From an optimization exercise on the open Yosys and OpenROAD flow, aimed at small area and a short achievable clock period; shortcuts taken in it are not production practice.
At most, simulation tests tie the RTL to the original design; equivalence was not proved.

==> flow/design.v (excerpt) <==
module Subtractor(
    input clk,
    input rst,               
    input in_valid,
    input [1:0] sel,         
    input [15:0] a,
    input [15:0] b,
    output out_valid,
    output [3:0] LED,
    output [26:0] binary_out,
    output [55:0] seg
);
==> flow/config.mk <==
export PLATFORM = sky130hd
export DESIGN_NAME = Subtractor
export DESIGN_NICKNAME = Subtractor
export VERILOG_FILES = /design/flow/design.v
export SDC_FILE = /design/flow/constraint.sdc
export NUM_CORES = 4
export LEC_CHECK = 0
export ABC_AREA = 1
export CAP_MARGIN = 20
export CORE_MARGIN = 2
export CORE_UTILIZATION = 60
export CTS_CLUSTER_DIAMETER = 100
export CTS_CLUSTER_SIZE = 30
export SLEW_MARGIN = 20
==> flow/constraint.sdc <==
create_clock -name core_clock -period 33.0 [get_ports {clk}]
set_input_delay 6.6000 -clock core_clock [delete_from_list [all_inputs] [get_ports {clk}]]
set_output_delay 6.6000 -clock core_clock [all_outputs]
set_load 0.01 [all_outputs]
standard.sh (not shown) runs the stock make flow with config.mk's settings and CLKGATE_MAP_FILE= SYNTH_SCRIPT=/design/flow/synth_recipe.tcl, a recipe that flattens the netlist after the stock synthesis.
==> flow/flow/run.sh <==
#!/bin/bash
# Layout flow: the standard ORFS flow (standard.sh) with three changes:
#  - synthesis skips the generic ABC pass inside Yosys's synth (SYNTH_ARGS=-noabc), so
#    extract_fa sees the adder cells' XOR/majority logic as written;
#  - the technology-mapping ABC script (flow/abc_area.script) maps for a delay target
#    and then sizes cells for it, instead of sizing every path for minimum delay;
#  - port buffers use the small buffer given in flow/port_buffer.txt.
set -euo pipefail
W=$(pwd)
mkdir -p "$W/scripts_x"
for f in "$FLOW_HOME"/scripts/*; do ln -sfn "$f" "$W/scripts_x/"; done
rm -f "$W/scripts_x/abc_area.script"
cp "$W/flow/abc_area.script" "$W/scripts_x/abc_area.script"
PB=$(cat "$W/flow/port_buffer.txt")
bash standard.sh SCRIPTS_DIR="$W/scripts_x" SYNTH_ARGS=-noabc "BUFFER_PORTS_ARGS=-buffer_cell $PB" finish > "$W/make_finish.log" 2>&1
==> flow/flow/abc_area.script <==
strash
dch -f
map -D 5000
topo
stime -c
buffer -c
upsize -c -D 5000
dnsize -c -D 5000
==> flow/flow/port_buffer.txt <==
sky130_fd_sc_hd__buf_2
Change:
--- a/flow/design.v
+++ b/flow/design.v
@@ -731,18 +731,18 @@
 wire [26:0] tb = {c25_101, c24_100, c23_99, c22_98, c21_97, c20_96, c19_95, c18_94, c17_93, c16_92, c15_91, c14_90, c13_89, c12_88, c11_87, c10_86, c9_85, c8_84, c7_83, c6_82, c5_81, c4_80, hc3_19, c2_79, c1_78, hc0_18, hs0_18};
 wire [26:0] tsum = ta + tb;
 reg [26:0] R1;
 reg [1:0] S1;
 reg v1;
 always @(posedge clk) begin
     v1 <= v0 & ~rst;
-    R1 <= {tsum[26:16] & {11{mul}}, tsum[15:0]};    
+    R1 <= tsum;
     S1 <= S0;
 end
-wire [26:0] Rm = R1;
+wire [26:0] Rm = {R1[26:16] & {11{S1 == 2'd2}}, R1[15:0]};    
 reg [31:0] dd;
 integer i, k;
 always @(*) begin
     dd = 32'd0;
     for (i = 26; i >= 11; i = i - 1) begin
         for (k = 0; k < 8; k = k + 1) dd[4*k +: 4] = add3(dd[4*k +: 4]);
         dd = {dd[30:0], Rm[i]};
What happened:
- worst setup slack gets worse by 12 ps
- clock-buffer cell count increases by 2
- first-iteration DRC count came out higher by 0.47%
- maximum frequency stays flat
- final area goes up by 2.3%
- via count came out higher by 3.8%
- wire length rises by 9.1%
No run of this note included a check of the RTL's function; only the layout flow was run.

========
Subtractor, a different RTL version from the one above (not shown whole).
Size: about 130 I/O pins, ~17000 sq um of cells after synthesis.
## Subtractor
module Subtractor(
    input clk,
    input rst,               
    input in_valid,
    input [1:0] sel,         
    input [15:0] a,
    input [15:0] b,
    output out_valid,
    output [3:0] LED,
    output [26:0] binary_out,
    output [55:0] seg
);
Settings: LEC_CHECK=0, ABC_AREA=1, CAP_MARGIN=20, CORE_MARGIN=2, CORE_UTILIZATION=60, CTS_CLUSTER_DIAMETER=100, CTS_CLUSTER_SIZE=30, SLEW_MARGIN=20; clock period 33.0 ns.
Scripts as last shown in full above: flow/flow/run.sh, flow/flow/abc_area.script, flow/flow/port_buffer.txt
The baseline went through all stages and came out clean.
Then changed:
--- a/flow/design.v
+++ b/flow/design.v
@@ -1122,43 +1122,43 @@
 reg [1:0] S1;
 reg v1;
 always @(posedge clk) begin
     v1 <= v0 & ~rst;
     R1 <= {tsum[26:16] & {11{mul}}, tsum[15:0]};    
     S1 <= S0;
 end
 wire [26:0] Rm = R1;
 reg [31:0] dd;
 integer i, k;
 always @(*) begin
     dd = 32'd0;
-    for (i = 26; i >= 11; i = i - 1) begin
+    for (i = 26; i >= 12; i = i - 1) begin
         for (k = 0; k < 8; k = k + 1) dd[4*k +: 4] = add3(dd[4*k +: 4]);
         dd = {dd[30:0], Rm[i]};
     end
 end
 reg [26:0] R2;
-reg [18:0] D2;                    
+reg [17:0] D2;                    
 reg [1:0] S2;
 reg v2;
 always @(posedge clk) begin
     v2 <= v1 & ~rst;
-    R2 <= Rm; S2 <= S1; D2 <= dd[18:0];
+    R2 <= Rm; S2 <= S1; D2 <= dd[17:0];
 end
 reg [31:0] de;
 reg blank;
 reg [55:0] sg;
 always @(*) begin
-    de = {13'd0, D2};
-    for (i = 10; i >= 0; i = i - 1) begin
+    de = {14'd0, D2};
+    for (i = 11; i >= 0; i = i - 1) begin
         for (k = 0; k < 8; k = k + 1) de[4*k +: 4] = add3(de[4*k +: 4]);
         de = {de[30:0], R2[i]};
     end
     blank = 1'b1;
     for (k = 7; k >= 0; k = k - 1) begin
         blank = blank & (de[4*k +: 4] == 4'd0);
         sg[7*k +: 7] = seg7(de[4*k +: 4], blank);
     end
 end
 reg [55:0] seg_r;
 reg [3:0] led_r;
 reg [26:0] bin_r;
What happened: Cell area rose by a few percent. Non-clock buffer count is unchanged. Wire length increases by a few percent. Fmax went up slightly.
The RTL of the second run of this note was laid out without a check of its function.

## re-timing with driven ports
The flow's constraints put no driver on any port. The routed layouts listed below were extracted and timed again, unchanged, in two steps. Step 1, drivers: a clkbuf_16 drives clk and a buf_2 each remaining input, both assumed. Step 2, shift: input delay + t, output delay - t, t = (earliest + latest rising clock arrival at the registers) / 2. This alone moves slack from input paths to output paths. Three values: ideal, step 1, step 2; two values: the first two.
run | shift t [ns] | setup slack, ns | hold WS [ns] | worst setup path after step 2 | slew at the worst register clock pin (ns)
the first run of note 1 | 0.528 | 25.464 / 25.412 / 25.617 | 0.327 / 0.327 / 0.327 | register to register | 0.11 / 0.11
the second run of note 1 | 0.526 | 25.452 / 25.401 / 25.866 | 0.330 / 0.330 / 0.330 | register to register | 0.11 / 0.11
the first run of note 2 | 0.516 | 25.471 / 25.419 / 25.660 | 0.321 / 0.321 / 0.321 | register to register | 0.10 / 0.10
the second run of note 2 | 0.495 | 25.511 / 25.460 / 25.533 | 0.328 / 0.328 / 0.328 | register to register | 0.09 / 0.09
After both steps every run listed still meets setup and hold.
